This is an optimization exercise on Yosys and OpenROAD, whose aim is small area, not a production implementation.
The RTL was checked by simulation tests, not by an equivalence proof against the original design.
In runs 5 to 7 the design's own scripts or RTL, not TritonCTS, make the clock network.
The flow treats the clock pin as an ideal source. Dropping or thinning the clock tree relies on that and would not hold on a real chip.
Power figures rest on the tool's default switching activity, not on a simulated workload.

==> design/flow/design.v <==
module puls_gen(CLK, RST_N, KEY, PULS);
	input CLK;
	input RST_N;
	input KEY;
	output PULS;
	reg delay_KEY;
	always @(posedge CLK) begin
		if(!RST_N) begin
			delay_KEY <= 1'b1;
		end else begin
			delay_KEY <= KEY;
		end
	end
	assign PULS = ({delay_KEY, KEY} == 2'b10) ? 1'b0 : 1'b1;
endmodule
module dec_7seg(IN, OUT);
	input [3:0] IN;
	output [6:0] OUT;
	wire [3:0] d = IN;
	assign OUT[0] = (~d[2] & d[0]);
	assign OUT[1] = (~d[3] & d[2] & d[1]) | (d[3] & d[2] & ~d[0]);
	assign OUT[2] = (~d[3] & ~d[2] & ~d[1]);
	assign OUT[3] = (d[3] & ~d[1] & d[0]) | (~d[2] & d[1]);
	assign OUT[4] = (d[3]) | (~d[2] & d[1]);
	assign OUT[5] = (~d[2] & ~d[1]);
	assign OUT[6] = (~d[1] & d[0]);
endmodule
module dig_inc(IN, OUT);
	input [3:0] IN;
	output [3:0] OUT;
	wire [3:0] d = IN;
	assign OUT[0] = ~((~d[3] & ~d[2]) | (d[3] & ~d[1] & d[0]));
	assign OUT[1] = (d[3] & ~d[0]) | (d[2] & ~d[0]);
	assign OUT[2] = ~((~d[3] & ~d[1] & d[0]) | (~d[2] & ~d[1]));
	assign OUT[3] = (~d[3]);
endmodule
module dig_is9(IN, OUT);
	input [3:0] IN;
	output OUT;
	wire [3:0] d = IN;
	assign OUT = (d[3] & d[1]);
endmodule
module dig_is1(IN, OUT);
	input [3:0] IN;
	output OUT;
	wire [3:0] d = IN;
	assign OUT = (d[3] & ~d[2] & d[0]);
endmodule
module dec_2bit(IN, OUT);
	input [1:0] IN;
	output [6:0] OUT;
	assign OUT = (IN == 2'd0) ? 7'b1000000 :
	             (IN == 2'd1) ? 7'b1111001 :
	             (IN == 2'd2) ? 7'b0100100 : 7'b0110000;
endmodule
module game(CLK, DEBUG, CHANGE, STOP, ENTER, RESET, LEDR, LEDG, HEX7, HEX6, HEX5, HEX4, HEX3, HEX2, HEX1, HEX0);
	input CLK, DEBUG;
	input CHANGE, STOP, ENTER, RESET;
	output [17:0] LEDR;
	output [8:0] LEDG;
	output [6:0] HEX7, HEX6, HEX5, HEX4, HEX3, HEX2, HEX1, HEX0;
	reg [1:0] state;
	reg v;             
	reg [3:0] pos;     
	reg lr;
	reg [3:0] ph;      
	reg [8:0] blk;
	reg [8:0] m;
	reg [8:0] pre;     
	reg [3:0] h0, h1;  
	reg [3:0] s0;      
	reg [1:0] s1;      
	localparam [3:0] DIG0 = 4'd5;          
	localparam [8:0] M0   = 9'b000010001;  
	localparam [8:0] PRE0 = 9'b111101111;  
	wire change, enter, stop;
	puls_gen puls_change(CLK, RESET, CHANGE, change);
	puls_gen puls_enter(CLK, RESET, ENTER, enter);
	puls_gen puls_stop(CLK, RESET, STOP, stop);
	wire run  = (state == 2'd1);
	wire over = (pos == 4'd0) || (pos == 4'd15);
	wire ph4  = (ph == 4'b1110);
	wire ph14 = (ph == 4'b1000);
	wire mv   = run && ph4 && (blk == 9'd0);
	wire [8:0] mdn = {~(m[0] ^ m[5]), m[8:1]};
	wire last = (m == 9'd0);
	wire tick = run && pre[8] && pre[7] && pre[6] && pre[4] && pre[3] && pre[2] && pre[0];
	wire [3:0] h0n, h1n, s0n;
	wire h0w, h1w, s0w, s01;
	dig_inc inc_h0(h0, h0n);
	dig_inc inc_h1(h1, h1n);
	dig_inc inc_s0(s0, s0n);
	dig_is9 is9_h0(h0, h0w);
	dig_is9 is9_h1(h1, h1w);
	dig_is9 is9_s0(s0, s0w);
	dig_is1 is1_s0(s0, s01);
	wire sw = (s1 == 2'd3) && s01;
	always @(posedge CLK)
		v <= RESET;
	always @(posedge CLK) begin
		if (!RESET) begin
			state <= 2'd0;
			lr <= 1'b0;
			ph <= 4'b0000;
			blk <= M0;
			m <= M0;
			pre <= PRE0;
			h0 <= DIG0; h1 <= DIG0; s0 <= DIG0; s1 <= 2'd0;
		end else begin
			case (state)
				2'd0: begin
					state <= enter ? 2'd0 : 2'd1;
					pos <= 4'd8;
				end
				2'd1: state <= over ? 2'd3 : (!stop) ? 2'd2 : 2'd1;
				2'd2: state <= (!stop) ? 2'd1 : 2'd2;
				default: ;
			endcase
			if (run) begin
				if (!change) lr <= ~lr;
				if (mv) begin
					pos <= lr ? pos + 4'd1 : pos - 4'd1;
					m <= mdn;
					ph <= last ? 4'b1111 : 4'b0000;
					blk <= mdn;
				end else begin
					ph <= {ph[2:0], ~(ph[3] ^ ph[2])};
					if (ph14) blk <= {~(blk[0] ^ blk[5]), blk[8:1]};
				end
				pre <= tick ? PRE0 : {pre[7:0], ~(pre[8] ^ pre[4])};
			end
			if (tick) begin
				h0 <= h0n;
				if (h0w) begin
					h1 <= h1n;
					if (h1w) begin
						s0 <= sw ? DIG0 : s0n;
						s1 <= sw ? 2'd0 : s0w ? s1 + 2'd1 : s1;
					end
				end
			end
		end
	end
	genvar i;
	generate for (i = 0; i < 16; i = i + 1) begin : led
		assign LEDR[i+1] = v && (pos == i);
	end endgenerate
	assign LEDR[0] = v;
	assign LEDR[17] = v;
	assign LEDG = 9'd0;
	assign HEX6 = 7'h7f;
	assign HEX5 = 7'h7f;
	assign HEX4 = 7'h7f;
	dec_2bit dec_state(state, HEX7);
	dec_2bit HEX_sec_10(s1, HEX3);
	dec_7seg HEX_sec_1(s0, HEX2);
	dec_7seg HEX_msec_10(h1, HEX1);
	dec_7seg HEX_msec_1(h0, HEX0);
endmodule
==> design/flow/flow/run.sh <==
#!/bin/bash
# Standard ORFS flow with three changes: an area-oriented ABC script and no
# half/full-adder extraction in synthesis, one shared tie cell per constant,
# and the smallest buffer (buf_1) for the port buffers.
set -euo pipefail
HERE=$PWD
rm -rf "$HERE/myscripts"
cp -r "$FLOW_HOME/scripts" "$HERE/myscripts"
cp "$HERE/flow/abc_area.script" "$HERE/myscripts/abc_area.script"
bash standard.sh SCRIPTS_DIR="$HERE/myscripts" ADDER_MAP_FILE= synth > "$HERE/synth.log" 2>&1
CTSA="-repair_clock_nets -dont_use_dummy_load -buf_list sky130_fd_sc_hd__clkbuf_16 -root_buf sky130_fd_sc_hd__clkbuf_16"
bash standard.sh "CTS_ARGS=$CTSA" SKIP_REPAIR_TIE_FANOUT=1 "BUFFER_PORTS_ARGS=-buffer_cell sky130_fd_sc_hd__buf_1" finish > "$HERE/layout.log" 2>&1
==> design/flow/flow/abc_area.script <==
strash
dch
map -a
topo
==> design/flow/standard.sh <==
#!/bin/bash
# synth_recipe.tcl (not shown) runs the flow's synth.tcl, then flattens the netlist and writes it again
# the make line also repeats each setting of config.mk as NAME=value (left out here)
make -C /OpenROAD-flow-scripts/flow DESIGN_CONFIG=/design/flow/config.mk WORK_HOME=/design/flow/orfs CLKGATE_MAP_FILE= SYNTH_SCRIPT=/design/flow/synth_recipe.tcl "${@:-finish}"
==> design/flow/config.mk <==
export PLATFORM = sky130hd
export DESIGN_NAME = game
export DESIGN_NICKNAME = game
export VERILOG_FILES = /design/flow/design.v
export SDC_FILE = /design/flow/constraint.sdc
export NUM_CORES = 4
export LEC_CHECK = 0
export ABC_AREA = 1
export CAP_MARGIN = 20
export CORE_MARGIN = 2
export CORE_UTILIZATION = 60
export SLEW_MARGIN = 20
==> design/flow/constraint.sdc <==
create_clock -name core_clock -period 10.0 [get_ports {CLK}]
set_input_delay 2.0000 -clock core_clock [delete_from_list [all_inputs] [get_ports {CLK}]]
set_output_delay 2.0000 -clock core_clock [all_outputs]
set_load 0.01 [all_outputs]
==> impl_results.md, run 1 <==
* First-pass GRT wire length at 9690 um
* Worst setup margin at around 6.5 ns
* Adder-Cell Fraction of Synth Area at 0%
* Cells after DPL at 459
* DP HPWL at 4060 um
* Pwr/cell area at 156 nW/um2
* I/O Buffers at 55
* Grt met1 use at 30.4%
* Row count at 24
* Commonest non-fill, non-tap cell in the layout: nor2_1
* Via density at 5.44
* Compound-Gate Fraction of Synth Area at 19.8%
* Warnings from Yosys at 2
* Critical path startpoint category: flop
* Min cycle time layout at between 3 and 4 ns
* Layout cells sized above 1 at 1.94%
* Post-synthesis mux area share at 0%
* Fin area at approximately 3000 um2
* TritonCTS Buffers at 5
* Post-CTS setup buffer count at 0
* Crit. End Element: primary output
* Sequential-to-total area share from yosys stat at 41.5%
* GR Util met3 at between 4 and 5%
* Commonest non-fill, non-tap cells in the layout: nor2_1, buf_1, nand2_1, dfxtp_1, clkinv_1
* RSZ-0062 raised after global routing: no
* WL per Instance at 12.6 um
* Slew Limit Fails at 0
* Clock slew seen by the registers of the worst setup and hold paths at 0.08 ns
* Gp weighted congestion at 0.796
* Area leader, netlist: dfxtp_1
* Setup TNS at 0 ns
* Total Routed Length at 5840 um
* Post-Synth XOR/XNOR Area at 1.25%
* H-Tree Depth at 2
* Psw at 0.000118 W
* Starting density of the core at 63.3%
* Crit-path max FO at 5
* Hold crit path type: reg -> reg
* GR peak layer: met2
* Antenna violations before repair at 0
* Max IR drop VDD at around 0.000098 V
* Antenna diode count at 0
* Post-route clock period utilization at 35.3%
* Synth unique cells at 26
* Combinational family with the most area after synthesis: simple AND/OR/NAND/NOR gates
* DP Area at between 2000 and 3000 um2
* DRT Pass-1 Iters at 4
* Die area at 5220 um2
* Clock Power Share at a little over a third
* GR Layer Usage met2 at 38.9%
* Die X-Extent at about 72 um
* Mapped Area at 2800 um2
* Max clock buf depth at 2
* WS Path Type: reg -> out
* Core area at 4410 um2
* Max-Cap Viols at 0
* Number of global-route vias before repair at 2178
* CTS tree: yes
* Final hold slack at 0.465 ns
* Switching share of power at 25.8%
* Post-CTS resize count at 0
* Cts hold-fix bufs at 0
* Sink Count at 56
* Vias at 2525
* Nets at 420
* Fmax at around 280 MHz
* Seq pwr share at a little over half
* I/O pin count at slightly below 90
* DRT antenna net count at 0
* Clk latency of the worst-skew pair at 0.29 ns
* Simple-Gate Fraction of Synth Area at 21.3%
* Largest cells by area after synthesis: dfxtp_1, buf_4, a21oi_1
* CTS root buffer: clkbuf_16
* Worst Tran Pin Value at ~0.84 ns
* Leakage power at 1.08 nW
* Skew final at roughly 0.017 ns
* Hold Fails Final Rpt at 0
* GRT overflow at 0
* Cell count after synthesis at 387
* Initial drt markers at approximately 210
* Status: finished clean
* Relative slew slack at 43.9%
* Synth Register Bits at between 50 and 60
* Logic pwr share at 11.3%
* Pre-CTS WS at 6.23 ns
* Total global-route track usage at 23.1%
* Die Ht at 72.3 um
* Share of the synthesized area in the top cell type at 37.2%
* Drc violations at 0
* Area grow syn2layout at 5.06%
* Pint at ~0.00034 W
* Pin count of the biggest net entering global routing at 30
* Worst Path Arrival at 1.53 ns
* Avg Inst Size Synth at between 7 and 8 um2
* Worst EP required at 8.00 ns
* Post-Layout Cell Count at around 460
* Post-Synthesis Net Count at approximately 390
* Final Setup Violations at 0
[sequential cells by signal, indices dropped and copies added (netlist names), 2 cells and up]
register / count
ph: 4
pre: 9
h0: 4
pos: 4
blk: 9
state: 2
m: 9
s1: 2
h1: 4
s0: 4
[per-layer routing]
layer / wire, um / up-vias / share of wire (%)
met2: 2640 / 76 / 45
met3: 353 / 7 / 6.0
met4: 57 / 0 / 0.98
li1: - / 1325 / -
met5: 0 / - / 0
met1: 2790 / 1117 / 48
[worst max-delay path, stage by stage (launching register included)]
cell	delay (ns)
edfxtp_1	0.43
clkinv_1	0.11
nor2_1	0.25
nand2_1	0.16
nor2_1	0.12
buf_1	0.15
[area by class of cell]
type / instances / area (um2)
sequential: 56 / 1160
clock buffer: 5 / 125
tap: 52 / 65.1
fill: 411 / 1480
multi-input combinational: 249 / 1190
timing repair buffer: 58 / 229
inverter: 44 / 165
[cell usage after synthesis]
cell,n
xnor2_1,2
a31oi_1,3
o211ai_1,2
nand2_1,54
o21ai_0,32
a22oi_1,1
nor3_1,11
nor4_1,4
nor2_1,56
a221oi_1,4
a21oi_1,42
nand4_1,2
clkinv_1,44
o22ai_1,2
o2111ai_1,1
a32oi_1,1
o31ai_1,1
conb_1,2
buf_4,36
edfxtp_1,4
buf_1,2
nand3_1,18
a211oi_1,8
xor2_1,2
a41oi_1,1
dfxtp_1,52
[worst paths after layout]
path	start	slack, ns	cells after the start	to
worst max-delay path	pos[0]	6.47	5	LEDR[16]
worst min-delay path	pre[1]	0.47	2	pre[1]
worst max register to register	state[0]	6.48	12	s1[1]
worst min register to register	pre[1]	0.47	2	pre[1]
[metrics by stage]
stage,util [%],total power (W)
6_report,66.5,0.000458
5_1_grt,66.5,0.000476
4_1_cts,66.5,0.000458
3_5_place_dp,63.7,0.000300
3_3_place_gp,63.7,0.000298
2_1_floorplan,-,0.000295
[power groups by stage]
stage	Sequential [W]	Combinational, W	Clock, W
floorplan	0.000247	0.0000487	0
global placement	0.000248	0.0000499	0
detailed placement	0.000249	0.0000512	0
CTS	0.000244	0.0000517	0.000163
global route	0.000245	0.0000590	0.000172
finish	0.000244	0.0000517	0.000163
[kinds of logic after synthesis]
group                     after synthesis
buffers and inverters                  82
AOI/OAI and AO/OA                      98
and+or+nand+nor                       145
DFF                                    56
xor gates and xnor gates                4
other                                   2
==> inputs of run 2 (changes only) <==
--- a/design/flow/flow/run.sh
+++ b/design/flow/flow/run.sh
@@ -9,4 +9,4 @@
 cp "$HERE/flow/abc_area.script" "$HERE/myscripts/abc_area.script"
 bash standard.sh SCRIPTS_DIR="$HERE/myscripts" ADDER_MAP_FILE= synth > "$HERE/synth.log" 2>&1
-CTSA="-repair_clock_nets -dont_use_dummy_load -buf_list sky130_fd_sc_hd__clkbuf_16 -root_buf sky130_fd_sc_hd__clkbuf_16"
+CTSA="-sink_clustering_enable -repair_clock_nets -dont_use_dummy_load -buf_list sky130_fd_sc_hd__clkbuf_16 -root_buf sky130_fd_sc_hd__clkbuf_16 -sink_clustering_size 100 -sink_clustering_max_diameter 1000"
 bash standard.sh "CTS_ARGS=$CTSA" SKIP_REPAIR_TIE_FANOUT=1 "BUFFER_PORTS_ARGS=-buffer_cell sky130_fd_sc_hd__buf_1" finish > "$HERE/layout.log" 2>&1
==> design/flow/flow/abc_area.script (replaced) <==
strash
dch -f
map -a
strash
dch -f
map -a
strash
dch -f
map -a
topo
==> run 2 against run 1 <==
Global-route usage decreased by 1.4 points. Critical endpoint unchanged. First-iteration DRC count decreased by 48%. Die area decreased by 1.4%. Via count decreased by 1.5%. Combinational power decreased by about 10%. Area after synthesis decreased by 1.5%. Utilization decreased by 0.69 points. Sequential power about the same. Highest routed layer unchanged.
==> impl_results.md, run 2 <==
* DRT Pass-1 Iters at 4
* Commonest non-fill, non-tap cell in the layout: nor2_1
* Worst path cell trace: clkinv_1 > nor2_1 > nand2_1 > nor2_1 > buf_1
* Total global-route track usage at 21.8%
* Crit-path max FO at 5
* RSZ-0062 raised after global routing: no
* Critical path startpoint category: flop
* Nets at 412
* Post-CTS setup buffer count at 0
* CTS tree: yes
* Pwr/cell area at 154 nW/um2
* Fin area at 2890 um2
* Cell with the most instances after synthesis: nor2_1
* Vias at ~2.5k
* Post-synth top cells: nor2_1, dfxtp_1, nand2_1
* Gp weighted congestion at between 0.8 and 0.9
* Die X-Extent at between 70 and 80 um
* Area leader, netlist: dfxtp_1
* Cts hold-fix bufs at 0
* Total power draw at 0.000445 W
* TritonCTS Buffers at 5
* Antenna violations before repair at 0
* Ys async rst share at 0%
* Hold crit path type: reg -> reg
* First-pass GRT wire length at a little over 9000 um
* Starting density of the core at 62.8%
* Worst EP required at 8.00 ns
* Post-Synthesis Net Count at 386
* I/O pin count at 89
* Clk latency of the worst-skew pair at 0.28 ns
* Initial drt markers at 108
* Antenna diode count at 0
* Status: finished clean
* Min cycle time layout at around 3.5 ns
* WHS Endpoint: pre[4]
* Reg-to-reg startpoint: state[0]
* Number of synthesized flops with an enable pin at 4
* Final Setup Violations at 0
* Pin count of the biggest net entering global routing at 32
* Row count at 24
* Warnings from Yosys at 2
* Post-route clock period utilization at 34.6%
* DP HPWL at 3830 um
* Worst Path Arrival at 1.46 ns
* CTS root buffer: clkbuf_16
* Most used cell, CP: nor2_1
* Synth Register Bits at 56
* Max IR drop VDD at 0.000108 V
* Max-Cap Viols at 0
* Core area at between 4000 and 5000 um2
* Hold Path Origin: pre[3]
* Fin util at about two thirds
* Post-CTS resize count at 0
* Die area at 5150 um2
* Top Registers: blk x9, m x9, pre x9
* Skew final at between 0.007 and 0.008 ns
* R2R cell count at 12
* Layout cells sized above 1 at 2.23%
* Cell count after synthesis at 380
* Max clock buf depth at 2
* Relative slew slack at approximately a third
* Sink Count at 56
* Total Routed Length at 5420 um
* WL per Instance at approximately 12 um
* WS Path Type: reg -> out
* Fmax at 289 MHz
* Setup TNS at 0 ns
* Mapped Area at 2750 um2
* Die Ht at 71.7 um
* Hold Fails Final Rpt at 0
* I/O Buffers at 55
* Drc violations at 0
* Hold Path Depth at 2
* Worst R2R End: s1[0]
* Number of global-route vias before repair at 2104
* Synth unique cells at 26
* Avg Inst Size Synth at just over 7 um2
* DP Area at 2760 um2
* Commonest non-fill, non-tap cells in the layout: nor2_1, buf_1, dfxtp_1, nand2_1, clkinv_1
* Sequential-to-total area share from yosys stat at 42.2%
* Slew Limit Fails at 0
* Largest cells by area after synthesis: dfxtp_1, buf_4, nor2_1
* H-Tree Depth at 2
* Area grow syn2layout at 4.86%
* R2R setup slack at between 6 and 7 ns
* Via density at 5.45
* Critical path's largest stage delay at 0.41 ns
* Clock slew seen by the registers of the worst setup and hold paths at 0.06 ns
* DRT antenna net count at 0
* Crit. End Element: primary output
* Main synth FF type: dfxtp_1
* Max stage delay cell, worst path: edfxtp_1
* GRT overflow at 0
* Leakage power at around 1.0 nW
* Worst Tran Pin Value at 0.985 ns
* Share of the synthesized area in the top cell type at 37.8%
==> run 2: cell types whose count changed after synthesis, moves of 2 or more <==
cell      delta
o21ai_0     +10
nand3_1      -6
a221oi_1     -3
nor3_1       -4
a211oi_1     -3
xor2_1       -2
nor2_1       +2
nand2_1      -3
==> run 2: power breakdown <==
| group | total [W] | switching (W) | internal (W) |
|---|---|---|---|
| sequential | 0.000244 | 0.00000838 | 0.000235 |
| clock | 0.000155 | 0.0000666 | 0.0000885 |
| combinational | 0.0000464 | 0.0000322 | 0.0000142 |
==> run 2: metrics by stage <==
step | setup slack (ns) | hold slack [ns] | instances
global route | 6.25 | 0.495 | 456
global placement | 6.32 | 0.452 | 451
floorplan | 6.62 | 0.429 | 380
CTS | 6.52 | 0.472 | 456
detailed placement | 6.31 | 0.451 | 451
finish | 6.54 | 0.471 | 456
==> run 2: layout make-up <==
cell class / count / area, um2
fillers: 391 / 1500
flip-flops and latches: 56 / 1160
multi-input cells: 243 / 1150
repair buffers: 57 / 221
inverters: 43 / 161
clock buffers: 5 / 125
well taps: 52 / 65.1
==> run 2: cell families (layout without fill, tap and decap cells) <==
family | count (synthesis) | count (layout) | share of synthesized area (%)
buffers and inverters | 81 | 105 | 16.0
other | 2 | 2 | 0.273
flip-flops | 56 | 56 | 42.2
XOR/XNOR | 3 | 3 | 0.955
AO/OA/AOI/OAI | 104 | 104 | 21.0
AND/OR/NAND/NOR | 134 | 134 | 19.7
==> run 2: per-layer routing <==
| metal | global-route usage [%] | share of wire (%) | vias up |
|---|---|---|---|
| met4 | 6.92 | 1.3 | 0 |
| met1 | 30.3 | 49 | 1113 |
| li1 | - | - | 1291 |
| met3 | 3.66 | 5.1 | 8 |
| met2 | 34.7 | 44 | 75 |
| met5 | 0 | 0 | - |
==> run 2: worst max-delay path by stage <==
stage,cells past startpoint,from,to
after floorplan,3,state[0],HEX7[3]
final,5,pos[0],LEDR[16]
after global routing,12,state[0],s1[0]
after global placement,5,RESET,m[4]
after detailed placement,5,RESET,m[4]
after CTS,5,pos[0],LEDR[16]
==> run 2: critical path: cells and delay by family (launching register included) <==
kind          cells  cell delay (ns)
flops             1             0.41
buf+inv           2             0.26
simple gates      3             0.51
==> inputs of run 3 (changes only) <==
--- a/design/flow/flow/run.sh
+++ b/design/flow/flow/run.sh
@@ -9,4 +9,4 @@
 cp "$HERE/flow/abc_area.script" "$HERE/myscripts/abc_area.script"
 bash standard.sh SCRIPTS_DIR="$HERE/myscripts" ADDER_MAP_FILE= synth > "$HERE/synth.log" 2>&1
-CTSA="-sink_clustering_enable -repair_clock_nets -dont_use_dummy_load -buf_list sky130_fd_sc_hd__clkbuf_16 -root_buf sky130_fd_sc_hd__clkbuf_16 -sink_clustering_size 100 -sink_clustering_max_diameter 1000"
+CTSA="-sink_clustering_enable -repair_clock_nets -dont_use_dummy_load -buf_list sky130_fd_sc_hd__clkbuf_8 -root_buf sky130_fd_sc_hd__clkbuf_8"
 bash standard.sh "CTS_ARGS=$CTSA" SKIP_REPAIR_TIE_FANOUT=1 "BUFFER_PORTS_ARGS=-buffer_cell sky130_fd_sc_hd__buf_1" finish > "$HERE/layout.log" 2>&1
==> run 3 against run 2 <==
Combinational power barely moved. Sequential cell count unchanged. Clock power fell by about 30%. First-iteration DRC count grew 0.93%. Area after synthesis did not move. Utilization decreased by 1.3 points. Sequential share of layout area up 0.80 points. Wire length decreased by 0.63%. Cell area is 2.0% lower. Hold slack improved by 0.0046 ns. Global-route usage decreased by 0.082 points. Critical endpoint unchanged. Largest cell class unchanged. Highest routed layer unchanged.
==> impl_results.md, run 3 <==
* Post-synth top cells: nor2_1, dfxtp_1, nand2_1
* RSZ-0062 raised after global routing: no
* Mapped Area at about 2800 um2
* Cell with the most instances after synthesis: nor2_1
* I/O pin count at 89
* H-Tree Depth at 2
* Hold Path Depth at 2
* Max clock buf depth at 2
* Relative slew slack at a little over a third
* Gp weighted congestion at 0.833
* Cells after DPL at 451
* Ys async rst share at 0%
* Total power draw at 0.000399 W
* Area grow syn2layout at 2.82%
* Pwr/cell area at 141 nW/um2
* Die Ht at 71.7 um
* Hold Fails Final Rpt at 0
* R2R setup slack at 6.73 ns
* Status: finished clean
* Min cycle time layout at 3.49 ns
* TritonCTS Buffers at 5
* Worst Tran Pin Value at 0.967 ns
* Share of the synthesized area in the top cell type at 37.8%
* Layout cells sized above 1 at 2.23%
* Largest cells by area after synthesis: dfxtp_1, buf_4, nor2_1
* DRT antenna net count at 0
* Main synth FF type: dfxtp_1
* Leakage power at 1.01 nW
* Switching share of power at 26.2%
* CTS root buffer: clkbuf_8
* Area leader, netlist: dfxtp_1
* Initial drt markers at around 110
* Sequential-to-total area share from yosys stat at ~42%
* Final Setup Violations at 0
* Core area at 4380 um2
* Sink Count at 56
* R2R cell count at 12
* GR Util met3 at 4.50%
* Total global-route track usage at 21.7%
* Grt met1 use at 30.3%
* Antenna violations before repair at 0
* Drc violations at 0
* Number of synthesized flops with an enable pin at 4
* Crit-path max FO at 5
* WHS Endpoint: pre[4]
* Pint at between 0.0002 and 0.0003 W
* Post-CTS setup buffer count at 0
* Seq pwr share at 61.0%
* Pin count of the biggest net entering global routing at 32
* Total Routed Length at approximately 5400 um
* Warnings from Yosys at 2
* Hold Path Origin: pre[3]
* Avg Inst Size Synth at 7.24 um2
* GRT overflow at 0
* Via density at 5.38
* Post-route clock period utilization at 34.9%
* Worst R2R End: s1[0]
* Critical path startpoint category: flop
* Max IR drop VDD at between 0.00007 and 0.00008 V
* Reg-to-reg startpoint: state[0]
* Setup TNS at 0 ns
* Antenna diode count at 0
* DP HPWL at ~3800 um
* Post-Layout Cell Count at 456
* Clock slew seen by the registers of the worst setup and hold paths at about 0.09 ns
* DRT Pass-1 Iters at 4
* Skew final at 0.00892 ns
* Commonest non-fill, non-tap cells in the layout: nor2_1, buf_1, dfxtp_1, nand2_1, clkinv_1
* Clock Power Share at 27.4%
* First-pass GRT wire length at 9160 um
* Commonest non-fill, non-tap cell in the layout: nor2_1
* Worst EP required at 8.00 ns
* Post-CTS resize count at 0
* Cts hold-fix bufs at 0
* Synth unique cells at 26
* GR Layer Usage met2 at 34.2%
* Clk latency of the worst-skew pair at 0.30 ns
* Synth Register Bits at 56
* Die area at 5150 um2
* Starting density of the core at 62.8%
* Slew Limit Fails at 0
* CTS tree: yes
* Post-Synthesis Net Count at 386
* Psw at 0.000104 W
* Hold crit path type: reg -> reg
* WS Path Type: reg -> out
* Die X-Extent at 71.7 um
* Final hold slack at 0.476 ns
* Number of global-route vias before repair at 2086
* GR peak layer: met2
* Cell count after synthesis at 380
* Row count at 24
* Worst Path Arrival at 1.49 ns
* Fmax at 287 MHz
* Top Registers: blk x9, m x9, pre x9
* Max-Cap Viols at 0
* Nets at 412
* Vias at between 2k and 2.5k
* I/O Buffers at 55
* Logic pwr share at between 10% and 20%
* Crit. End Element: primary output
* WL per Instance at 11.8 um
==> run 3: logic make-up (layout without fill, tap and decap cells) <==
group,count (synthesis),count (layout),share of synthesized area (%)
AND/OR/NAND/NOR,134,134,19.7
AO/OA/AOI/OAI,104,104,21.0
buffers and inverters,81,105,16.0
flip-flops,56,56,42.2
XOR/XNOR,3,3,0.955
other,2,2,0.273
==> run 3: per-stage QoR <==
| stage | cell area [um2] | utilization [%] | worst slack, ns |
|---|---|---|---|
| detailed placement | 2760 | 63.0 | 6.31 |
| finish | 2830 | 64.6 | 6.51 |
| CTS | 2830 | 64.6 | 6.49 |
| global placement | 2760 | 63.0 | 6.32 |
| floorplan | 2750 | - | 6.62 |
| global route | 2830 | 64.6 | 6.24 |
==> run 3: area by class of cell <==
| cell class | count | area (um2) |
|---|---|---|
| tap | 52 | 65.1 |
| clock buffer | 5 | 68.8 |
| inverter | 43 | 161 |
| sequential | 56 | 1160 |
| multi-input combinational | 243 | 1150 |
| timing repair buffer | 57 | 221 |
| fill | 401 | 1550 |
==> run 3: metal layers <==
layer	vias to the layer above	share of wire [%]
met4	0	0.58
met2	80	44
met3	4	5.8
met5	-	0
li1	1289	-
met1	1079	49
==> run 3: worst max-delay path by stage <==
stage	startpoint	to	slack (ns)	cells past startpoint
3_5_place_dp	RESET	m[4]	6.31	5
3_3_place_gp	RESET	m[4]	6.32	5
6_report	pos[0]	LEDR[16]	6.51	5
5_1_grt	state[0]	s1[0]	6.24	12
4_1_cts	pos[0]	LEDR[16]	6.49	5
2_1_floorplan	state[0]	HEX7[3]	6.62	3
==> run 3: critical path: stages, from the launching register on <==
cell	delay [ns]
edfxtp_1	0.42
clkinv_1	0.11
nor2_1	0.24
nand2_1	0.15
nor2_1	0.12
buf_1	0.15
==> run 3: power by group through the flow <==
| stage | clock network [W] | logic, W | registers, W |
|---|---|---|---|
| final | 0.000109 | 0.0000461 | 0.000244 |
| after global placement | 0 | 0.0000453 | 0.000248 |
| after global routing | 0.000121 | 0.0000528 | 0.000245 |
| after CTS | 0.000112 | 0.0000464 | 0.000243 |
| after detailed placement | 0 | 0.0000462 | 0.000248 |
| after floorplan | 0 | 0.0000446 | 0.000247 |
==> inputs of run 4 (changes only) <==
==> design/flow/flow/run.sh (replaced) <==
#!/bin/bash
# Standard ORFS flow with four changes: an area-oriented ABC script and no
# half/full-adder extraction in synthesis, one shared tie cell per constant,
# the smallest buffer (buf_1) for the port buffers, and a clock tree of one
# clock buffer (flow/cts.tcl) in place of clock_tree_synthesis.
set -euo pipefail
HERE=$PWD
rm -rf "$HERE/myscripts"
cp -r "$FLOW_HOME/scripts" "$HERE/myscripts"
cp "$HERE/flow/abc_area.script" "$HERE/myscripts/abc_area.script"
cp "$HERE/flow/cts.tcl" "$HERE/myscripts/cts.tcl"
bash standard.sh SCRIPTS_DIR="$HERE/myscripts" ADDER_MAP_FILE= synth > "$HERE/synth.log" 2>&1
bash standard.sh SCRIPTS_DIR="$HERE/myscripts" SINGLE_CLOCK_BUFFER=sky130_fd_sc_hd__clkbuf_16 SKIP_REPAIR_TIE_FANOUT=1 "BUFFER_PORTS_ARGS=-buffer_cell sky130_fd_sc_hd__buf_1" finish > "$HERE/layout.log" 2>&1
==> design/flow/flow/cts.tcl (new file) <==
utl::set_metrics_stage "cts__{}"
source $::env(SCRIPTS_DIR)/load.tcl
source $::env(SCRIPTS_DIR)/lec_check.tcl
erase_non_stage_variables cts
load_design 3_place.odb 3_place.sdc
source_step_tcl PRE CTS

# Clone clock tree inverters next to register loads
# so cts does not try to buffer the inverted clocks.
repair_clock_inverters

proc save_progress { stage } {
  puts "Run 'make gui_$stage.odb' to load progress snapshot"
  orfs_write_db $::env(RESULTS_DIR)/$stage.odb
  orfs_write_sdc $::env(RESULTS_DIR)/$stage.sdc
}

# Run CTS
set cts_args [list \
  -sink_clustering_enable \
  -repair_clock_nets]

append_env_var cts_args CTS_BUF_DISTANCE -distance_between_buffers 1
append_env_var cts_args CTS_CLUSTER_SIZE -sink_clustering_size 1
append_env_var cts_args CTS_CLUSTER_DIAMETER -sink_clustering_max_diameter 1
append_env_var cts_args CTS_BUF_LIST -buf_list 1
append_env_var cts_args CTS_LIB_NAME -library 1


if { [env_var_exists_and_non_empty CTS_ARGS] } {
  set cts_args $::env(CTS_ARGS)
}

set_dont_use $::env(DONT_USE_CELLS)

# The clock tree is a single clock buffer at the centre of the registers:
# the clock port drives its input, its output drives every register.
proc single_clock_buffer { cell } {
  set block [ord::get_db_block]
  set clk_port [lindex [get_property [lindex [all_clocks] 0] sources] 0]
  set clk_net [$block findNet [get_full_name [get_nets -of_objects $clk_port]]]
  set master [[ord::get_db] findMaster $cell]
  set inst [odb::dbInst_create $block $master clkbuf_root]
  set newnet [odb::dbNet_create $block clknet_root]
  $newnet setSigType CLOCK
  set xs 0
  set ys 0
  set n 0
  foreach iterm [$clk_net getITerms] {
    lassign [[$iterm getInst] getLocation] x y
    set xs [expr { $xs + $x }]
    set ys [expr { $ys + $y }]
    incr n
    $iterm disconnect
    $iterm connect $newnet
  }
  [$inst findITerm A] connect $clk_net
  [$inst findITerm X] connect $newnet
  $inst setLocation [expr { $xs / $n }] [expr { $ys / $n }]
  $inst setPlacementStatus PLACED
  puts "single clock buffer $cell drives $n clock pins"
}
single_clock_buffer $::env(SINGLE_CLOCK_BUFFER)
set_propagated_clock [all_clocks]

utl::push_metrics_stage "cts__{}__pre_repair_timing"
log_cmd estimate_parasitics -placement
if { $::env(DETAILED_METRICS) } {
  report_metrics 4 "cts pre-repair-timing"
}
utl::pop_metrics_stage

set_placement_padding -global \
  -left $::env(CELL_PAD_IN_SITES_DETAIL_PLACEMENT) \
  -right $::env(CELL_PAD_IN_SITES_DETAIL_PLACEMENT)

set result [catch { detailed_placement } msg]
if { $result != 0 } {
  save_progress 4_1_error
  error "Detailed placement failed in CTS: $msg"
}

log_cmd estimate_parasitics -placement

if { $::env(CTS_SNAPSHOTS) } {
  save_progress 4_1_pre_repair_hold_setup
}

if { !$::env(SKIP_CTS_REPAIR_TIMING) } {
  if { $::env(EQUIVALENCE_CHECK) } {
    write_eqy_verilog 4_before_rsz.v
  }
  if { $::env(LEC_CHECK) } {
    write_lec_verilog 4_before_rsz_lec.v
  }

  repair_timing_helper

  if { $::env(EQUIVALENCE_CHECK) } {
    run_equivalence_test
  }
  if { $::env(LEC_CHECK) } {
    write_lec_verilog 4_after_rsz_lec.v
    run_lec_test 4_rsz 4_before_rsz_lec.v 4_after_rsz_lec.v
  }

  set result [catch { detailed_placement } msg]
  if { $result != 0 } {
    save_progress 4_1_error
    error "Detailed placement failed in CTS: $msg"
  }

  check_placement -verbose
}

report_metrics 4 "cts final"

source_step_tcl POST CTS

orfs_write_db $::env(RESULTS_DIR)/4_1_cts.odb
orfs_write_sdc $::env(RESULTS_DIR)/4_cts.sdc
==> run 4 against run 3 <==
The flow now stops in clock tree synthesis (4_1_cts). Area after synthesis unchanged. Synthesized cell count unchanged.
==> impl_results.md, run 4 <==
* Status: aborted with a tool error
* Failed at: clock tree synthesis (4_1_cts)
* Error: [ERROR STA-2204] get_property NULL is not an object.
* Share of the synthesized area in the top cell type at 37.8%
* I/O Buffers at 55
* Cell count after synthesis at 380
* Area leader, netlist: dfxtp_1
* Ys async rst share at 0%
* Die X-Extent at 71.7 um
* Mapped Area at 2750 um2
* Number of synthesized flops with an enable pin at 4
* Cell with the most instances after synthesis: nor2_1
* Post-Synthesis Net Count at 386
* Synth unique cells at 26
* Sequential-to-total area share from yosys stat at approximately 42%
* Warnings from Yosys at 2
* Post-synth top cells: nor2_1, dfxtp_1, nand2_1
* Avg Inst Size Synth at approximately 7.2 um2
* Starting density of the core at between 60% and 70%
* Gp weighted congestion at 0.833
* Largest cells by area after synthesis: dfxtp_1, buf_4, nor2_1
* Synth Register Bits at 56
* Die Ht at 71.7 um
* Row count at 24
* DP HPWL at 3830 um
* Main synth FF type: dfxtp_1
* I/O pin count at 89
[run 4: cell counts after synthesis]
Identical to the previous run, type by type.
[run 4: per-stage QoR]
stage	cells	util [%]	power, W	setup slack (ns)	cell area [um2]
3_5_place_dp	451	63.0	0.000295	6.31	2760
3_3_place_gp	451	63.0	0.000294	6.32	2760
2_1_floorplan	380	-	0.000291	6.62	2750
[run 4: power groups by stage]
stage | Combinational, W | Sequential [W] | Clock [W]
detailed placement | 0.0000462 | 0.000248 | 0
global placement | 0.0000453 | 0.000248 | 0
floorplan | 0.0000446 | 0.000247 | 0
[run 4: cell families after synthesis]
family          Yosys count  share of synthesized area [%]
compound gates          104                           21.0
buf+inv                  81                           16.0
simple gates            134                           19.7
other cells               2                          0.273
flops                    56                           42.2
xor+xnor                  3                          0.955
[run 4: worst max-delay path by stage]
stage,from,endpoint,cells past startpoint
2_1_floorplan,state[0],HEX7[3],3
3_3_place_gp,RESET,m[4],5
3_5_place_dp,RESET,m[4],5
==> inputs of run 5 (changes only) <==
==> design/flow/flow/run.sh (replaced) <==
#!/bin/bash
# Standard ORFS flow with four changes: an area-oriented ABC script and no
# half/full-adder extraction in synthesis, one shared tie cell per constant,
# the smallest buffer (buf_1) for the port buffers, and a clock tree of one
# level of clock buffers (flow/cts.tcl) in place of clock_tree_synthesis.
set -euo pipefail
HERE=$PWD
rm -rf "$HERE/myscripts"
cp -r "$FLOW_HOME/scripts" "$HERE/myscripts"
cp "$HERE/flow/abc_area.script" "$HERE/myscripts/abc_area.script"
cp "$HERE/flow/cts.tcl" "$HERE/myscripts/cts.tcl"
bash standard.sh SCRIPTS_DIR="$HERE/myscripts" ADDER_MAP_FILE= synth > "$HERE/synth.log" 2>&1
bash standard.sh SCRIPTS_DIR="$HERE/myscripts" CLOCK_BUFFER=sky130_fd_sc_hd__clkbuf_16 CLOCK_GROUPS=2 SKIP_REPAIR_TIE_FANOUT=1 "BUFFER_PORTS_ARGS=-buffer_cell sky130_fd_sc_hd__buf_1" finish > "$HERE/layout.log" 2>&1
--- a/design/flow/flow/cts.tcl
+++ b/design/flow/flow/cts.tcl
@@ -34,32 +34,81 @@
 set_dont_use $::env(DONT_USE_CELLS)
 
-# The clock tree is a single clock buffer at the centre of the registers:
-# the clock port drives its input, its output drives every register.
-proc single_clock_buffer { cell } {
+proc clock_buffers { cell k } {
   set block [ord::get_db_block]
-  set clk_port [lindex [get_property [lindex [all_clocks] 0] sources] 0]
-  set clk_net [$block findNet [get_full_name [get_nets -of_objects $clk_port]]]
+  set clk_pin [lindex [[lindex [all_clocks] 0] sources] 0]
+  set clk_net [[$block findBTerm [get_full_name $clk_pin]] getNet]
   set master [[ord::get_db] findMaster $cell]
-  set inst [odb::dbInst_create $block $master clkbuf_root]
-  set newnet [odb::dbNet_create $block clknet_root]
-  $newnet setSigType CLOCK
-  set xs 0
-  set ys 0
-  set n 0
-  foreach iterm [$clk_net getITerms] {
+  set sinks [$clk_net getITerms]
+  set n [llength $sinks]
+  set xs {}
+  set ys {}
+  foreach iterm $sinks {
     lassign [[$iterm getInst] getLocation] x y
-    set xs [expr { $xs + $x }]
-    set ys [expr { $ys + $y }]
-    incr n
-    $iterm disconnect
-    $iterm connect $newnet
+    lappend xs $x
+    lappend ys $y
   }
-  [$inst findITerm A] connect $clk_net
-  [$inst findITerm X] connect $newnet
-  $inst setLocation [expr { $xs / $n }] [expr { $ys / $n }]
-  $inst setPlacementStatus PLACED
-  puts "single clock buffer $cell drives $n clock pins"
+  # initial centres: sinks spread along the sorted x order
+  set order [lsort -integer -indices $xs]
+  set cx {}
+  set cy {}
+  for { set j 0 } { $j < $k } { incr j } {
+    set i [lindex $order [expr { int(($j + 0.5) * $n / $k) }]]
+    lappend cx [lindex $xs $i]
+    lappend cy [lindex $ys $i]
+  }
+  for { set it 0 } { $it < 30 } { incr it } {
+    set asg {}
+    for { set i 0 } { $i < $n } { incr i } {
+      set best 0
+      set bd -1
+      for { set j 0 } { $j < $k } { incr j } {
+        set dx [expr { [lindex $xs $i] - [lindex $cx $j] }]
+        set dy [expr { [lindex $ys $i] - [lindex $cy $j] }]
+        set d [expr { abs($dx) + abs($dy) }]
+        if { $bd < 0 || $d < $bd } {
+          set bd $d
+          set best $j
+        }
+      }
+      lappend asg $best
+    }
+    for { set j 0 } { $j < $k } { incr j } {
+      set sx 0
+      set sy 0
+      set c 0
+      for { set i 0 } { $i < $n } { incr i } {
+        if { [lindex $asg $i] == $j } {
+          set sx [expr { $sx + [lindex $xs $i] }]
+          set sy [expr { $sy + [lindex $ys $i] }]
+          incr c
+        }
+      }
+      if { $c > 0 } {
+        lset cx $j [expr { $sx / $c }]
+        lset cy $j [expr { $sy / $c }]
+      }
+    }
+  }
+  for { set j 0 } { $j < $k } { incr j } {
+    set inst [odb::dbInst_create $block $master clkbuf_leaf_$j]
+    set net [odb::dbNet_create $block clknet_leaf_$j]
+    $net setSigType CLOCK
+    set c 0
+    for { set i 0 } { $i < $n } { incr i } {
+      if { [lindex $asg $i] == $j } {
+        set iterm [lindex $sinks $i]
+        $iterm disconnect
+        $iterm connect $net
+        incr c
+      }
+    }
+    [$inst findITerm A] connect $clk_net
+    [$inst findITerm X] connect $net
+    $inst setLocation [lindex $cx $j] [lindex $cy $j]
+    $inst setPlacementStatus PLACED
+    puts "clock buffer $j ($cell) drives $c clock pins"
+  }
 }
-single_clock_buffer $::env(SINGLE_CLOCK_BUFFER)
+clock_buffers $::env(CLOCK_BUFFER) $::env(CLOCK_GROUPS)
 set_propagated_clock [all_clocks]
 
==> run 5 against run 4 <==
Now clean on timing, DRC and antenna. Synthesized cell count stayed put. Area after synthesis unchanged.
==> impl_results.md, run 5 <==
* Pint at 0.000286 W
* DRT antenna net count at 0
* Total global-route track usage at 20.5%
* Hold Path Depth at 2
* Psw at 0.0000934 W
* Avg Inst Size Synth at 7.24 um2
* Fin area at 2810 um2
* Cell with the most instances after synthesis: nor2_1
* Skew final at 0.00515 ns
* Top Registers: blk x9, m x9, pre x9
* DRT Pass-1 Iters at 4
* Filler cells at 407
* First-pass GRT wire length at 9100 um
* Main synth FF type: dfxtp_1
* Number of synthesized flops with an enable pin at 4
* Status: finished clean
* Core area at 4380 um2
* Sequential-to-total area share from yosys stat at between 40% and 50%
* Total power draw at 0.000380 W
* Max IR drop VDD at 0.000163 V
* Pwr/cell area at roughly 140 nW/um2
* Clock slew seen by the registers of the worst setup and hold paths at 0.10 ns
* Fmax at about 290 MHz
* Switching share of power at between 20% and 30%
* Post-route clock period utilization at 35.0%
* Multi-input logic area at ~1200 um2
* Seq pwr share at 64.1%
* Crit-path max FO at 31
* Critical path startpoint category: input pin
* Cell count after synthesis at 380
* WL per Instance at between 10 and 15 um
* Hold Fails Final Rpt at 0
* Slew Limit Fails at 0
* Vias at 2445
* WHS Endpoint: pre[6]
* Antenna diode count at 0
* Clock Power Share at between 20% and 30%
* Layout cells sized above 1 at 1.50%
* Post-Synthesis Net Count at 386
* Register Area at 1160 um2
* I/O Buffers at 55
* Post-synth top cells: nor2_1, dfxtp_1, nand2_1
* R2R cell count at 12
* Number of global-route vias before repair at around 2.1k
* Total Routed Length at 5320 um
* Worst Tran Pin Value at 0.979 ns
* Hold Path Origin: pre[5]
* Die X-Extent at just over 70 um
* Commonest non-fill, non-tap cell in the layout: nor2_1
* RSZ-0062 raised after global routing: no
* Area leader, netlist: dfxtp_1
* Crit. End Element: flop
* Worst EP required at approximately 10 ns
* Relative slew slack at 34.5%
* Post-CTS resize count at 0
* Hold crit path type: reg -> reg
* Max-Cap Viols at 0
* Row count at 24
* Leakage power at 0.996 nW
* Drc violations at 0
* Synth unique cells at 26
* R2R setup slack at ~6.7 ns
* Worst R2R End: s1[0]
* Initial drt markers at roughly 130
* Cts hold-fix bufs at 0
* Crit path from: RESET
* Setup TNS at 0 ns
* Pin count of the biggest net entering global routing at 32
* Mapped Area at 2750 um2
* Worst Path Arrival at 3.51 ns
* Starting density of the core at between 60% and 70%
* Ys async rst share at 0%
* DP Area at 2760 um2
* Worst setup margin at approximately 6.5 ns
* DP HPWL at 3830 um
* Clk latency of the worst-skew pair at ~0.16 ns
* Commonest non-fill, non-tap cells in the layout: nor2_1, buf_1, dfxtp_1, nand2_1, clkinv_1
* I/O pin count at roughly 90
* Area grow syn2layout at 2.14%
* Reg-to-reg startpoint: state[0]
* Logic pwr share at between 10 and 15%
* Gp weighted congestion at 0.833
* Antenna violations before repair at 0
* Final Setup Violations at 0
* GRT overflow at 0
* Nets at 409
* WS Path Type: in -> reg
* Die Ht at 71.7 um
* Pre-CTS WS at between 6 and 7 ns
* Largest cells by area after synthesis: dfxtp_1, buf_4, nor2_1
* Synth Register Bits at 56
* Min cycle time layout at 3.50 ns
* Share of the synthesized area in the top cell type at about 38%
* Warnings from Yosys at 2
* Die area at 5150 um2
* Post-CTS setup buffer count at 0
* Via density at 5.40
## run 5: cell counts after synthesis
No cell type changed its count.
## run 5: worst max-delay path by stage
| stage | end | slack [ns] |
|---|---|---|
| floorplan | HEX7[3] | 6.62 |
| global placement | m[4] | 6.32 |
| detailed placement | m[4] | 6.31 |
| CTS | m[4] | 6.51 |
| global route | s1[0] | 6.23 |
| finish | m[4] | 6.50 |
## run 5: routing by layer
metal	track usage, %	vias to the layer above	share of wire, %
met4	0.839	0	0.43
met5	0	-	0
met1	29.8	1093	50
li1	-	1283	-
met3	1.13	2	4.5
met2	35.6	67	45
## run 5: cell families after synthesis
kind of cell              synth area share [%]
and+or+nand+nor                           19.7
DFF                                       42.2
AOI/OAI and AO/OA                         21.0
xor gates and xnor gates                 0.955
other                                    0.273
buffers and inverters                     16.0
## run 5: layout make-up
| type | count | area share (%) |
|---|---|---|
| flip-flops and latches | 56 | 41.3 |
| multi-input cells | 243 | 41.0 |
| repair buffers | 57 | 7.88 |
| inverters | 43 | 5.74 |
| well taps | 52 | 2.31 |
| plain buffers | 2 | 1.78 |
## run 5: critical path, stage by stage
cell and delay, ns:
buf_1 0.06, buf_4 0.30, clkinv_1 0.62, a21oi_1 0.38, o21ai_0 0.13
## run 5: metrics by stage
stage	util (%)	cells	hold slack [ns]
3_3_place_gp	63.0	451	0.452
6_report	64.1	453	0.477
3_5_place_dp	63.0	451	0.451
4_1_cts	64.1	453	0.478
5_1_grt	64.1	453	0.498
2_1_floorplan	-	380	0.429
## run 5: power groups by stage
stage | registers, W | clock network, W | logic [W]
final | 0.000244 | 0.0000901 | 0.0000461
after global routing | 0.000245 | 0.000101 | 0.0000527
after CTS | 0.000243 | 0.0000934 | 0.0000462
after detailed placement | 0.000248 | 0 | 0.0000462
after global placement | 0.000248 | 0 | 0.0000453
after floorplan | 0.000247 | 0 | 0.0000446
==> inputs of run 6 (changes only) <==
--- a/design/flow/flow/run.sh
+++ b/design/flow/flow/run.sh
@@ -11,3 +11,3 @@
 cp "$HERE/flow/cts.tcl" "$HERE/myscripts/cts.tcl"
 bash standard.sh SCRIPTS_DIR="$HERE/myscripts" ADDER_MAP_FILE= synth > "$HERE/synth.log" 2>&1
-bash standard.sh SCRIPTS_DIR="$HERE/myscripts" CLOCK_BUFFER=sky130_fd_sc_hd__clkbuf_16 CLOCK_GROUPS=2 SKIP_REPAIR_TIE_FANOUT=1 "BUFFER_PORTS_ARGS=-buffer_cell sky130_fd_sc_hd__buf_1" finish > "$HERE/layout.log" 2>&1
+bash standard.sh SCRIPTS_DIR="$HERE/myscripts" CLOCK_BUFFER=sky130_fd_sc_hd__clkbuf_8 CLOCK_GROUPS=3 SKIP_REPAIR_TIE_FANOUT=1 "BUFFER_PORTS_ARGS=-buffer_cell sky130_fd_sc_hd__buf_1" finish > "$HERE/layout.log" 2>&1
==> run 6 against run 5 <==
Utilization shrank 0.20 points. Critical endpoint unchanged. Critical path type unchanged. Final cell count grew 0.22%. Total power shrank 2.1%. Cell area shrank 0.31%. Wire length grew 0.19%. First-iteration DRC count grew 0.76%. Sequential cell count is the same.
==> impl_results.md, run 6 <==
* Filler cells at 405
* Combinational family with the most area after synthesis: compound AO/OA/AOI/OAI gates
* Synth Register Bits at 56
* DP HPWL at 3830 um
* Starting density of the core at roughly 63%
* Die area at ~5100 um2
* Worst Tran Pin Value at 0.964 ns
* Adder-Cell Fraction of Synth Area at 0%
* Hold crit path type: reg -> reg
* Number of synthesized flops with an enable pin at 4
* Largest cells by area after synthesis: dfxtp_1, buf_4, nor2_1
* Register Area at 1160 um2
* Pin count of the biggest net entering global routing at 32
* Stages on worst setup path at 5
* Fmax at around 290 MHz
* Share of the synthesized area in the top cell type at a little under two fifths
* DRT Pass-1 Iters at 4
* Cell count after synthesis at 380
* Final Setup Violations at 0
* Post-CTS setup buffer count at 0
* Antenna violations before repair at 0
* Synth unique cells at 26
* WL per Instance at roughly 12 um
* Simple-Gate Fraction of Synth Area at 19.7%
* Post-synthesis mux area share at 0%
* Core area at roughly 4400 um2
* Slew Limit Fails at 0
* Min cycle time layout at 3.48 ns
* Clock slew seen by the registers of the worst setup and hold paths at 0.12 ns
* Max stage delay cell, worst path: clkinv_1
* Worst EP required at 10.03 ns
* DRT antenna net count at 0
* Worst setup margin at roughly 6.5 ns
* Commonest non-fill, non-tap cells in the layout: nor2_1, buf_1, dfxtp_1, nand2_1, clkinv_1
* Total Routed Length at 5330 um
* Commonest non-fill, non-tap cell in the layout: nor2_1
* Pwr/cell area at 133 nW/um2
* Row count at 24
* Die Ht at 71.7 um
* Avg Inst Size Synth at 7.24 um2
* Drc violations at 0
* Area leader, netlist: dfxtp_1
* Post-Synth XOR/XNOR Area at 0.955%
* Area grow syn2layout at 1.82%
* I/O pin count at slightly below 90
* Leakage power at 0.993 nW
* Main synth FF type: dfxtp_1
* Via density at 5.39
* Post-Synthesis Net Count at 386
* Compound-Gate Fraction of Synth Area at about a fifth
* I/O Buffers at 55
* Critical path startpoint category: input pin
* Crit-path max FO at 31
* Total global-route track usage at about a fifth
* Post-route clock period utilization at 34.8%
* Top Registers: blk x9, m x9, pre x9
* Warnings from Yosys at 2
* Die X-Extent at 71.7 um
* R2R cell count at 12
* Max IR drop VDD at 0.000109 V
* Worst path cell trace: buf_1 > buf_4 > clkinv_1 > a21oi_1 > o21ai_0
* Nets at 410
* GRT overflow at 0
* Fin area at 2800 um2
* Sequential-to-total area share from yosys stat at 42.2%
* Pre-CTS WS at 6.31 ns
* Antenna diode count at 0
* Setup TNS at 0 ns
* Gp weighted congestion at 0.833
* Post-synth top cells: nor2_1, dfxtp_1, nand2_1
* Multi-input logic area at ~1200 um2
* CP top delay family: buffers and inverters
* RSZ-0062 raised after global routing: no
* Layout cells sized above 1 at between 1.5 and 2%
* Cts hold-fix bufs at 0
* Clk latency of the worst-skew pair at 0.17 ns
* Critical path's largest stage delay at approximately 0.62 ns
* Mapped Area at approximately 2800 um2
* Cell with the most instances after synthesis: nor2_1
* Hold Path Depth at 2
* Worst Path Arrival at roughly 3.5 ns
* Relative slew slack at a little over a third
* WP buf/inv at 3
* Max-Cap Viols at 0
* Initial drt markers at 133
* Vias at about 2.4k
* Status: finished clean
* DP Area at 2760 um2
* First-pass GRT wire length at 9100 um
* Number of global-route vias before repair at 2065
* Post-CTS resize count at 0
* Ys async rst share at 0%
* Total power draw at 0.000372 W
* WS Path Type: in -> reg
* Skew final at 0.0182 ns
* Crit. End Element: flop
* Hold Fails Final Rpt at 0
==> run 6: cell types whose count changed in the layout (fill, tap and decap cells not counted), sizes merged <==
cell	delta
clkbuf	+1
==> run 6: cell families (layout without fill, tap and decap cells) <==
kind of cell    after synthesis  count (layout)
other cells                   2               2
buf+inv                      81             103
xor+xnor                      3               3
simple gates                134             134
compound gates              104             104
flops                        56              56
==> run 6: stage by stage <==
stage               util, %  hold WS (ns)  instances
floorplan                 -         0.429        380
global placement       63.0         0.452        451
detailed placement     63.0         0.451        451
CTS                    63.9         0.478        454
global route           63.9         0.504        454
finish                 63.9         0.477        454
==> run 6: path summary, 6_finish.rpt <==
check                               from     end  slack [ns]
worst max-delay path               RESET    m[4]        6.52
worst min-delay path              pre[5]  pre[6]        0.48
worst min register to register    pre[5]  pre[6]        0.48
worst max register to register  state[0]   s1[0]        6.70
==> run 6: where the power goes <==
part / switching [W] / total (W) / internal (W)
sequential: 0.00000831 / 0.000244 / 0.000235
clock: 0.0000540 / 0.0000820 / 0.0000280
combinational: 0.0000319 / 0.0000461 / 0.0000142
total: 0.0000942 / 0.000372 / 0.000277
==> run 6: routing by layer <==
metal | up-vias | share of wire (%) | GRT usage, %
met2 | 72 | 43 | 34.6
met3 | 4 | 5.0 | 1.41
met5 | - | 0 | 0
met4 | 0 | 1.1 | 1.89
met1 | 1079 | 50 | 30.2
li1 | 1290 | - | -
==> run 6: worst reg2reg max path: cells and delay by family, from the launching register on <==
kind                   cells  cell delay, ns
AOI/OAI and AO/OA          2            0.23
buffers and inverters      3            0.67
DFF                        1            0.40
and+or+nand+nor            7            1.94
==> run 6: layout make-up <==
cell class                      count  share of cell area, %
Sequential cell                    56                   41.4
Multi-Input combinational cell    243                   41.1
Timing Repair Buffer               57                   7.90
Inverter                           43                   5.76
Tap cell                           52                   2.32
Buffer                              3                   1.47
==> inputs of run 7 (changes only) <==
--- a/design/flow/design.v
+++ b/design/flow/design.v
@@ -98,4 +98,8 @@
 	always @(posedge CLK)
 		v <= RESET;
+	wire [3:0] posn = lr ? pos + 4'd1 : pos - 4'd1;
+	wire [3:0] pflip = (state == 2'd0) ? (pos ^ 4'd8) : mv ? (pos ^ posn) : 4'd0;
+	always @(posedge CLK)
+		pos <= pos ^ pflip;
 	always @(posedge CLK) begin
 		if (!RESET) begin
@@ -111,5 +115,4 @@
 				2'd0: begin
 					state <= enter ? 2'd0 : 2'd1;
-					pos <= 4'd8;
 				end
 				2'd1: state <= over ? 2'd3 : (!stop) ? 2'd2 : 2'd1;
@@ -120,5 +123,4 @@
 				if (!change) lr <= ~lr;
 				if (mv) begin
-					pos <= lr ? pos + 4'd1 : pos - 4'd1;
 					m <= mdn;
 					ph <= last ? 4'b1111 : 4'b0000;
--- a/design/flow/config.mk
+++ b/design/flow/config.mk
@@ -9,4 +9,4 @@
 export CAP_MARGIN = 20
 export CORE_MARGIN = 2
-export CORE_UTILIZATION = 60
+export CORE_UTILIZATION = 75
 export SLEW_MARGIN = 20
==> run 7 against run 6 <==
Combinational power shrank 15%. Sequential power shrank 2%. Sequential cell count is the same. Global-route usage grew 5.1 points. Critical path depth shrank 2. Register-to-register slack lost 0.52 ns. Clock power shrank 2%. Critical path type unchanged. Clock skew grew 0.010 ns. Via count grew 2.5%. First-iteration DRC count grew 28%. Highest routed layer unchanged.
==> impl_results.md, run 7 <==
* Post-Synth XOR/XNOR Area at 0.642%
* Post-CTS resize count at 0
* WL per Instance at between 10 and 15 um
* GRT overflow at 0
* Post-route clock period utilization at between 40% and 50%
* Via density at 5.54
* Worst EP required at 10.04 ns
* Hold crit path type: reg -> reg
* Fmax at 237 MHz
* Status: finished clean
* Vias at 2505
* Core area at 3420 um2
* Relative slew slack at around a third
* Die area at 4140 um2
* I/O Buffers at 55
* Cell with the most instances after synthesis: nor2_1
* DRT antenna net count at 0
* I/O pin count at 89
* Cells after DPL at 449
* Post-Synthesis Net Count at 391
* Final Setup Violations at 0
* Area grow syn2layout at 1.28%
* Synth unique cells at 25
* Top Registers: blk x9, m x9, pre x9
* Seq pwr share at 66.6%
* Clk latency of the worst-skew pair at around 0.17 ns
* Post-CTS setup buffer count at 0
* Cell count after synthesis at 385
* Skew final at 0.0286 ns
* Critical path startpoint category: input pin
* Worst R2R End: s1[1]
* Nets at 414
* Area leader, netlist: dfxtp_1
* Pin count of the biggest net entering global routing at 30
* Main synth FF type: dfxtp_1
* Drc violations at 0
* Filler cells at 254
* Clock slew seen by the registers of the worst setup and hold paths at 0.10 ns
* Mapped Area at 2730 um2
* Commonest non-fill, non-tap cells in the layout: nor2_1, dfxtp_1, buf_1, nand2_1, clkinv_1
* Crit. End Element: flop
* Combinational family with the most area after synthesis: simple AND/OR/NAND/NOR gates
* Warnings from Yosys at 2
* Sequential-to-total area share from yosys stat at 41.1%
* Antenna violations before repair at 0
* Leakage power at 1.01 nW
* Crit-path max FO at 29
* Clock Power Share at 22.4%
* Synth Register Bits at 56
* Total Routed Length at 5350 um
* Commonest non-fill, non-tap cell in the layout: nor2_1
* Pint at 0.000271 W
* Hold Fails Final Rpt at 0
* Hold Path Depth at 2
* Setup TNS at 0 ns
* Share of the synthesized area in the top cell type at 41.1%
* R2R setup slack at between 6 and 7 ns
* Psw at 0.0000862 W
* Reg-to-reg startpoint: state[0]
* Die X-Extent at about 64 um
* Number of synthesized flops with an enable pin at 0
* Max IR drop VDD at 0.000132 V
* Slew Limit Fails at 0
* Logic pwr share at between 10% and 20%
* Compound-Gate Fraction of Synth Area at 20.4%
* DP HPWL at ~3900 um
* Layout cells sized above 1 at 1.23%
* Worst Tran Pin Value at 0.999 ns
* Starting density of the core at 79.9%
* Antenna diode count at 0
* R2R cell count at 14
* Total global-route track usage at between 20% and 30%
* Max-Cap Viols at 0
* Initial drt markers at 170
* Pwr/cell area at 129 nW/um2
* RSZ-0062 raised after global routing: no
* Avg Inst Size Synth at 7.08 um2
* Hold Path Origin: pre[5]
* Simple-Gate Fraction of Synth Area at 21.3%
* Post-synthesis mux area share at 0%
* WHS Endpoint: pre[6]
* Largest cells by area after synthesis: dfxtp_1, buf_4, nor2_1
* Number of global-route vias before repair at 2169
* Switching share of power at around 24%
* Min cycle time layout at roughly 4.2 ns
* Gp weighted congestion at 0.797
* Adder-Cell Fraction of Synth Area at 0%
* Cts hold-fix bufs at 0
* Ys async rst share at 0%
* Row count at 21
* First-pass GRT wire length at 8950 um
* Post-synth top cells: nor2_1, dfxtp_1, nand2_1
* Post-Layout Cell Count at 452
* DRT Pass-1 Iters at 5
* Die Ht at approximately 64 um
* Worst Path Arrival at 4.27 ns
* WS Path Type: in -> reg
## run 7: final cells by class
cell class,instances,area (um2),area share (%)
Timing Repair Buffer,56,214,7.74
Multi-Input combinational cell,247,1160,42.1
Tap cell,46,57.6,2.08
Inverter,44,165,5.98
Buffer,3,41.3,1.49
Sequential cell,56,1120,40.6
## run 7: cells by family after synthesis
family                 after synthesis
flip-flops                          56
other                                2
AO/OA/AOI/OAI                      100
XOR/XNOR                             2
buffers and inverters               82
AND/OR/NAND/NOR                    143
## run 7: per-layer routing
layer	global-route usage [%]	share of wire, %	up-vias
li1	-	-	1295
met1	33.9	44	1121
met2	46.0	48	82
met3	1.76	6.2	7
met4	5.59	1.2	0
met5	0	0	-
## run 7: how the worst max path moves through the flow
stage,start,endpoint,slack [ns],cells past startpoint
4_1_cts,RESET,pre[4],5.77,3
2_1_floorplan,state[0],HEX7[3],6.77,3
3_5_place_dp,RESET,pre[4],5.60,3
5_1_grt,RESET,pre[4],5.50,3
3_3_place_gp,RESET,blk[0],5.65,3
6_report,RESET,pre[4],5.77,3
## run 7: per-stage QoR
step / total power (W) / area (um2) / hold slack, ns / worst slack (ns) / utilization, %
floorplan: 0.000281 / 2730 / 0.429 / 6.77 / -
global placement: 0.000280 / 2720 / 0.443 / 5.65 / 79.7
detailed placement: 0.000282 / 2720 / 0.457 / 5.60 / 79.7
CTS: 0.000358 / 2760 / 0.474 / 5.77 / 80.9
global route: 0.000372 / 2760 / 0.493 / 5.50 / 80.9
finish: 0.000357 / 2760 / 0.475 / 5.77 / 80.9
## run 7: power groups by stage
stage	Combinational [W]	Clock [W]	Sequential, W
floorplan	0.0000396	0	0.000241
global placement	0.0000376	0	0.000242
detailed placement	0.0000389	0	0.000243
CTS	0.0000390	0.0000815	0.000238
global route	0.0000444	0.0000884	0.000239
finish	0.0000391	0.0000801	0.000238
## run 7: worst max-delay path, stage by stage
cell and delay, ns:
buf_1 0.72, clkinv_1 0.96, a2111oi_0 0.58

port drivers added, routing unchanged:
Ports are ideal in the flow. The routed layouts listed here were re-timed in OpenROAD.
Step 1, drivers: a clkbuf_16 drives CLK and a buf_2 each remaining input, both assumed.
Step 2 moves the port delays by t, midway between the first and last clock arrival at a register: inputs arrive t later, outputs are due t later. That takes back most of the time a late clock gives input paths.
a / b / c = no drivers / after step 1 / after step 2; a / b = the first two.
run	shift t [ns]	slack for setup (ns)	latest minus earliest clock arrival (ns)	worst register clock-pin slew, ns	pins driven straight from the clock port
run 1	0.319	6.471 / 6.438 / 6.222	0.018 / 0.017	0.08 / 0.08	1
run 2	0.311	6.541 / 6.509 / 6.303	0.007 / 0.008	0.06 / 0.06	1
run 3	0.324	6.515 / 6.490 / 6.325	0.009 / 0.009	0.09 / 0.09	1
run 5	0.203	6.505 / 6.525 / 6.322	0.005 / 0.005	0.10 / 0.10	2
run 6	0.212	6.518 / 6.543 / 6.332	0.018 / 0.019	0.12 / 0.12	3
run 7	0.205	5.772 / 5.790 / 5.585	0.028 / 0.028	0.12 / 0.12	3
After both steps every run listed still meets setup and hold. The setup slack of run 1, which loses most, moves by -0.033 ns with the drivers and by -0.249 ns with both steps.
